This design comes from an exercise in tuning for small area and a short achievable clock period on the open sky130 flow, not from production work. In this exercise RTL edits were held to simulation tests only and were not proved equivalent to the original. Power is estimated from default activity; no workload was simulated.

--- design/flow/run.sh ---
#!/bin/bash
# synth_recipe.tcl (not shown) runs the flow's synth.tcl, then flattens the netlist and writes it again
# the make line also repeats each setting of config.mk as NAME=value (left out here)
make -C /OpenROAD-flow-scripts/flow DESIGN_CONFIG=/design/flow/config.mk WORK_HOME=/design/flow/orfs CLKGATE_MAP_FILE= SYNTH_SCRIPT=/design/flow/synth_recipe.tcl finish
--- design/flow/config.mk ---
export PLATFORM = sky130hd
export DESIGN_NAME = lifo
export DESIGN_NICKNAME = lifo
export VERILOG_FILES = /design/flow/design.v
export SDC_FILE = /design/flow/constraint.sdc
export NUM_CORES = 4
export LEC_CHECK = 0
export CAP_MARGIN = 20
export CORE_MARGIN = 2
export CORE_UTILIZATION = 75
export CTS_CLUSTER_DIAMETER = 100
export CTS_CLUSTER_SIZE = 25
export SETUP_SLACK_MARGIN = 1.85
export SLEW_MARGIN = 20
--- design/flow/constraint.sdc ---
create_clock -name core_clock -period 4.0 [get_ports {clk}]
set_input_delay 0.8000 -clock core_clock [delete_from_list [all_inputs] [get_ports {clk}]]
set_output_delay 0.8000 -clock core_clock [all_outputs]
set_load 0.01 [all_outputs]
--- design/flow/design.v ---
module lifo #(parameter DEPTH = 64, DATA_WIDTH = 32)(
    input clk , rst, push, pop,
    input [DATA_WIDTH -1 :0]data_in,
    output reg [DATA_WIDTH -1 :0]data_out,
    output reg full, empty
    );
    reg [DATA_WIDTH-1:0] mem [0:DEPTH-1];
    reg [DEPTH-1:0] sel;
    genvar i;
    generate
        for (i = 0; i < DEPTH; i = i + 1) begin : g_row
            wire wen = (i == 0) ? (sel[DEPTH-1] & ~full) : sel[i-1];
            always @(posedge clk)
                if (wen) mem[i] <= data_in;
        end
    endgenerate
    wire do_push = push & ~full;
    wire do_pop  = ~do_push & pop & ~empty;
    reg [DATA_WIDTH-1:0] dnext;
    integer k;
    always @(*) begin
        dnext = {DATA_WIDTH{~do_pop}} & data_out;
        for (k = 0; k < DEPTH; k = k + 1)
            dnext = dnext | ({DATA_WIDTH{do_pop & sel[k]}} & mem[k]);
    end
    always @(posedge clk)
        data_out <= dnext;
    always @(posedge clk) begin
        if (rst) begin
            sel <= {1'b1, {(DEPTH-1){1'b0}}};
            full <= 1'b0;
            empty <= 1'b1;
        end else if (do_push) begin
            sel <= {sel[DEPTH-2:0], sel[DEPTH-1]};
            empty <= 1'b0;
            full <= sel[DEPTH-2];
        end else if (do_pop) begin
            sel <= {sel[0], sel[DEPTH-1:1]};
            full <= 1'b0;
            empty <= sel[0];
        end
    end
endmodule
==> impl_metrics.tcl, run 1 <==
set metrics [dict create \
    clk_latency_ns 0.78 \
    dp_slack_ns 1.03 \
    timing.final.ws_setup_ns 1.73 \
    skew_ns 0.0505 \
    yosysSeqAreaShare_pct 83.2 \
    min_period_over_period_pct 56.7 \
    clk_pin_slew_worst_paths_ns 0.11 \
    final_hold_viol_count 0 \
    pwr-share-seq_pct 61.2 \
    cts_sinks 2146 \
    synth_cell_types 34 \
    cts_buffers 95 \
    crit_fanout 17 \
    clockBufferDepth 3 \
    post_drt_wl_per_cell_um 49.8 \
    cts_tree "built" \
    grt_max_degree 69 \
    antenna_found_initial 18 \
    clkPwrFrac_pct 25.8 \
    grt_pass1_wl_mm 370 \
    cts_hold_buf 0 \
    finalMaxSlewViolations 0 \
    fmax_ghz 0.441 \
    power_mw 44.0 \
    nNetsFinal 4336 \
    drc 0 \
    drt_iter0_drc 12400 \
    hp-start "data_out[16]" \
    slew-limit-headroom_pct 20.1 \
    gp_congestion 0.857 \
    setup_viol 0 \
    path_cells "buf_4 -> a22oi_1 -> nand4_1 -> nor4_4 -> a31oi_1" \
    drtAntennaViolNets 0 \
    post-place-cells 5295 \
    dp_hpwl_mm 121 \
    drt_first_pass_iters 12 \
    final_cells 5744 \
    drv_cap 0 \
    grt_pass1_vias 45400 \
    core_area_um2 100000 \
    worst_pin_slew_ns 1.20 \
    critPathTopFamily "simple AND/OR/NAND/NOR gates" \
    ys_seq_elements 2146 \
    final_cell_mix "edfxtp_1, a22oi_1, buf_4" \
    fin_setup_tns_ns 0 \
    overflow 0 \
    syn_area_um2 76300 \
    crit_type "reg2reg" \
    end_kind "flop" \
    grt_usage_pct 53.8 \
    swShare_pct 26.3 \
    r2r-start "sel[22]" \
    leakage_nw 27.5 \
    power_density_nw_per_um2 511 \
    synth_nets 4012 \
    io_buffer_count 69 \
    cp_data_arrival_time_ns 2.90 \
    path_buf_inv 1 \
    internal-power_mw 32.4 \
    syn_avg_cell_area_um2 19.2 \
    cts_root_buf "clkbuf_16" \
    p_comb_share_pct 12.9 \
    h-tree-depth 3 \
    peakVddDrop_mv 0.511 \
    initial_core_util_pct 75.9 \
    vias_per_cell 8.81 \
    drive_above_1_share_pct 17.1 \
    synth_warnings 2 \
    slowest_stage "dfxtp_4" \
    min_path_type "reg2reg" \
    status "finished clean" \
    die-height_um 323 \
    dr_total_vias 50600 \
    required_ns 4.64 \
    die_x_um 323 \
    period_minus_slack_ns 2.27 \
    rows 116 \
    area_growth_pct 12.8 \
    netSwitchingPower_mw 11.6 \
    cp-start-kind "flop" \
    layout_commonest_cell "edfxtp_1" \
    cp-startpoint "sel[22]" \
    wl_mm 286 \
    synth_cells 3976 \
    dieArea_um2 104000 \
    ioPinCount 70 \
    slowest_delay_ns 0.57 \
    rsz0062_at_grt "true" \
]
==> worst register-to-register path, stage by stage (launching register included) <==
cell	delay, ns
dfxtp_4	0.57
buf_4	0.39
a22oi_1	0.33
nand4_1	0.26
nor4_4	0.46
a31oi_1	0.13
==> cell usage after synthesis <==
library cell / n / area, µm²
clkbuf_1: 230 / 863
buf_2: 13 / 65.1
a22o_1: 295 / 2580
buf_1: 47 / 176
mux2i_1: 64 / 641
and4_1: 1 / 8.76
nor4_1: 25 / 156
o21ai_0: 2 / 10.0
nand4_1: 140 / 876
nand2_1: 15 / 56.3
a22oi_1: 400 / 3000
a221oi_2: 5 / 75.1
nor3_1: 24 / 120
nor2_1: 97 / 364
o2111ai_1: 1 / 8.76
nand3_1: 44 / 220
nor2b_1: 4 / 25.0
edfxtp_1: 2048 / 61500
a222oi_1: 16 / 160
and2_0: 1 / 6.26
nand2b_1: 1 / 6.26
a211oi_1: 63 / 473
o22ai_1: 1 / 6.26
dfxtp_1: 98 / 1960
buf_6: 2 / 22.5
a221o_1: 1 / 10.0
a311oi_1: 3 / 26.3
or2_2: 1 / 6.26
a31oi_1: 20 / 125
o32a_1: 1 / 10.0
a21oi_1: 13 / 65.1
o21bai_1: 1 / 7.51
or4_1: 1 / 7.51
a221oi_1: 298 / 2610
==> path summary, 6_finish.rpt <==
check / slack, ns / cells after the start / to
worst max-delay path: 1.73 / 5 / data_out[5]
worst min-delay path: 0.51 / 2 / data_out[16]
worst max register to register: 1.73 / 5 / data_out[5]
worst min register to register: 0.51 / 2 / data_out[16]
==> what timing repair did <==
| item | in CTS | in global routing |
|---|---|---|
| cloned | 7 | 1 |
| pin swaps | 4 | 16 |
| endpoints found under the setup margin | 86 | 72 |
| resized for setup | 226 | 64 |
| buffers inserted | 157 | 100 |
==> layer usage <==
metal	part of all wire [%]	track usage (%)
met5	0.12	1.48
met4	9.9	34.5
met3	21	24.0
met2	40	74.3
met1	28	70.3
==> power by group through the flow <==
stage	sequential (mW)	combinational, mW	clock, mW
6_report	26.9	5.70	11.4
5_1_grt	27.0	5.50	11.8
4_1_cts	27.0	4.76	11.1
3_5_place_dp	27.9	3.60	0
3_3_place_gp	27.8	3.52	0
2_1_floorplan	27.3	1.66	0
==> sequential cells by signal, summed over array words and instances (netlist names) <==
register,flops
mem,2048
sel,64
data_out,32
empty,1
full,1
==> layout make-up <==
type | count | area, µm²
flip-flops and latches | 2146 | 63800
repair buffers | 518 | 5690
fillers | 4212 | 14400
clock inverters | 4 | 56.3
diodes | 25 | 62.6
clock buffers | 155 | 2690
well taps | 1357 | 1700
multi-input cells | 1539 | 12100
==> cells by family after synthesis <==
| group | Yosys count | synth area share (%) |
|---|---|---|
| buf+inv | 292 | 1.48 |
| flops | 2146 | 83.2 |
| compound gates | 1120 | 12.0 |
| mux | 64 | 0.840 |
| simple gates | 354 | 2.43 |
==> metrics by stage <==
stage               util, %  hold WS [ns]  instance area (µm²)
floorplan                 -         0.487                76300
global placement       79.2         0.497                79500
detailed placement     79.2         0.495                79500
CTS                    84.3         0.508                84700
global route           85.6         0.522                86000
finish                 85.7         0.514                86000
==> run 2, diff against run 1 <==
--- a/design/flow/config.mk
+++ b/design/flow/config.mk
@@ -9,6 +9,6 @@
 export CORE_MARGIN = 2
-export CORE_UTILIZATION = 75
+export CORE_UTILIZATION = 70
 export CTS_CLUSTER_DIAMETER = 100
 export CTS_CLUSTER_SIZE = 25
-export SETUP_SLACK_MARGIN = 1.85
+export SETUP_SLACK_MARGIN = 1.9
 export SLEW_MARGIN = 20
==> impl_metrics.tcl, run 2 <==
set metrics [dict create \
    status "finished clean" \
    fmax_ghz 0.460 \
    clk_pin_slew_worst_paths_ns 0.10 \
    skew_ns 0.0242 \
    final_cells 5861 \
    min_path_type "reg2reg" \
    initial_core_util_pct 70.3 \
    synth_warnings 2 \
    cp-start-kind "flop" \
    synth_nets 4012 \
    core_area_um2 108000 \
    yosys.area.top_type "edfxtp_1" \
    period_minus_slack_ns 2.17 \
    ys_seq_elements 2146 \
    grt_pass1_wl_mm 375 \
    ioPinCount 70 \
    cts_sinks 2146 \
    ff_latch_area_um2 63800 \
    top_regs "mem x2048, sel x64, data_out x32" \
    finalMaxSlewViolations 0 \
    h-tree-depth 3 \
    gp_congestion 0.854 \
    largest_register_ffs 2048 \
    nFillCells 5381 \
    worstReg2RegEnd "data_out[26]" \
    wl_mm 284 \
    yosysSeqAreaShare_pct 83.2 \
    synth.most_common_cell "edfxtp_1" \
    regMostFlops "mem" \
    async_flop_share_pct 0 \
    rsz0062_at_grt "true" \
    die-height_um 334 \
    nNetsFinal 4370 \
    die_x_um 334 \
    final_cell_mix "edfxtp_1, a22oi_1, buf_4" \
    post-place-cells 5370 \
    slew-limit-headroom_pct 24.8 \
    syn_area_um2 76300 \
    ff2ff_setup_slack_ns 1.83 \
    reg2regPathDepth 7 \
    cts_root_buf "clkbuf_16" \
    min_period_over_period_pct 54.3 \
    drt_first_pass_iters 9 \
    clockBufferDepth 3 \
    cp_data_arrival_time_ns 2.77 \
    crit_fanout 13 \
    synthTopCellsByCount "edfxtp_1, a22oi_1, a221oi_1" \
    power_mw 44.1 \
    synth_area_leaders "edfxtp_1, a22oi_1, a221oi_1, a22o_1, dfxtp_1" \
    required_ns 4.60 \
    io_buffer_count 69 \
    dr_total_vias 49700 \
    drc 0 \
    cts_tree "built" \
    layout_commonest_cell "edfxtp_1" \
    synth_top_area_share_pct 80.6 \
    worst_pin_slew_ns 1.13 \
    final_hold_viol_count 0 \
    drive_above_1_share_pct 18.0 \
    cts_hold_buf 0 \
    antenna_found_initial 17 \
    dp_hpwl_mm 125 \
    end_kind "flop" \
    power_density_nw_per_um2 510 \
    r2r-start "sel[60]" \
    drv_cap 0 \
    setup_viol 0 \
    vias_per_cell 8.49 \
    rows 121 \
    overflow 0 \
    leakage_nw 27.7 \
    whs_path_depth 2 \
    grt_max_degree 66 \
    syn_avg_cell_area_um2 19.2 \
    cts_buffers 95 \
    fin_setup_tns_ns 0 \
    clk_latency_ns 0.75 \
    drtAntennaViolNets 0 \
    crit_type "reg2reg" \
    grt_usage_pct 50.6 \
    grt_pass1_vias 44800 \
    post_drt_wl_per_cell_um 48.5 \
    dieArea_um2 112000 \
    holdPathEnd "data_out[2]" \
    area_growth_pct 13.4 \
    utilization_pct 79.8 \
    peakVddDrop_mv 0.410 \
    synth_cell_types 34 \
    synth_edf_count 2048 \
    drt_iter0_drc 11500 \
    multi_input_area_um2 12100 \
    synthFlopType "edfxtp_1" \
    hp-start "data_out[2]" \
    synth_cells 3976 \
]
## run 2: cell types whose count changed in the layout (fill, tap and decap cells not counted), moves of 3 or more
cell / delta
buf_4: +30
clkbuf_1: +21
buf_6: +12
nor3_1: -6
clkdlybuf4s50_1: -5
diode_2: +5
nor3_2: +5
bufbuf_16: -3
dfxtp_4: +3
nor4_2: +3
nor4_4: -3
## run 2: logic make-up (layout without fill, tap and decap cells)
family	after synthesis	after routing	share of synthesized area [%]
compound gates	1120	1120	12.0
buf+inv	292	731	1.48
flops	2146	2146	83.2
mux	64	64	0.840
other cells	0	30	0
simple gates	354	356	2.43
## run 2: layer usage
metal	part of all wire (%)	track usage [%]
met4	8.0	28.8
met3	20	20.1
met2	42	71.8
met5	0.024	0
met1	30	67.6
## run 2: repair_timing
action | 4_1_cts | 5_1_grt
gates resized for setup | 256 | 47
cloned | 5 | 2
pin swaps | 3 | 26
endpoints found under the setup margin | 92 | 35
setup buffers | 195 | 78
hold endpoints to repair | 0 | 0
## run 2: power by group
part	switching (mW)	internal, mW
sequential	0.782	26.1
combinational	4.09	1.64
clock	6.65	4.79
total	11.5	32.5
## run 2: worst max-delay path by stage
stage | start | end | slack, ns | cells after the start
6_report | sel[60] | data_out[26] | 1.83 | 7
5_1_grt | sel[60] | data_out[26] | 1.81 | 7
4_1_cts | full | full | 1.82 | 2
3_5_place_dp | push | data_out[30] | 0.78 | 7
3_3_place_gp | push | data_out[0] | 0.78 | 7
2_1_floorplan | sel[29] | data_out[20] | 1.92 | 5
## run 2: worst max-delay path: stages, from the launching register on
cell	delay (ns)
dfxtp_4	0.51
buf_4	0.25
a22o_1	0.21
a221oi_1	0.32
nand4_1	0.18
nor4_2	0.29
buf_4	0.17
a31oi_1	0.08
## run 2: cell type report
class	count	share of cell area [%]
sequential	2146	73.8
multi-input combinational	1540	14.0
timing repair buffer	551	6.84
clock buffer	176	3.20
tap	1414	2.05
antenna	30	0.0868
clock inverter	4	0.0651
## run 2: per-stage QoR
stage / setup slack [ns] / hold slack, ns / area [µm²]
2_1_floorplan: 1.92 / 0.487 / 76400
3_3_place_gp: 0.783 / 0.504 / 79600
3_5_place_dp: 0.779 / 0.488 / 79600
4_1_cts: 1.82 / 0.493 / 85300
5_1_grt: 1.81 / 0.536 / 86400
6_report: 1.83 / 0.497 / 86500

re-timing with driven ports:
The flow's constraints put no driver on any port. The routed layouts listed below were extracted and timed again, unchanged, in two steps. Step 1: set_driving_cell puts a clkbuf_16 on clk and a buf_2 on each other input, an assumption about the parent block. Step 2 also shifts input and output timing later by t, the mid clock arrival at the registers, as if the neighbouring blocks saw the same clock. Slacks: ideal / step 1 / step 2; pairs: ideal / step 1.
run	shift t [ns]	setup slack, ns	worst setup path at the end	worst slew at a driven data input, ns
run 1	0.835	1.731 / 1.731 / 0.960	input to register	0.24
run 2	0.811	1.828 / 1.773 / 1.140	input to register	0.21
After both steps setup and hold are still met in every run listed. The setup slack of run 1, which loses most, moves by 0.000 ns with the drivers and by -0.771 ns with both steps.
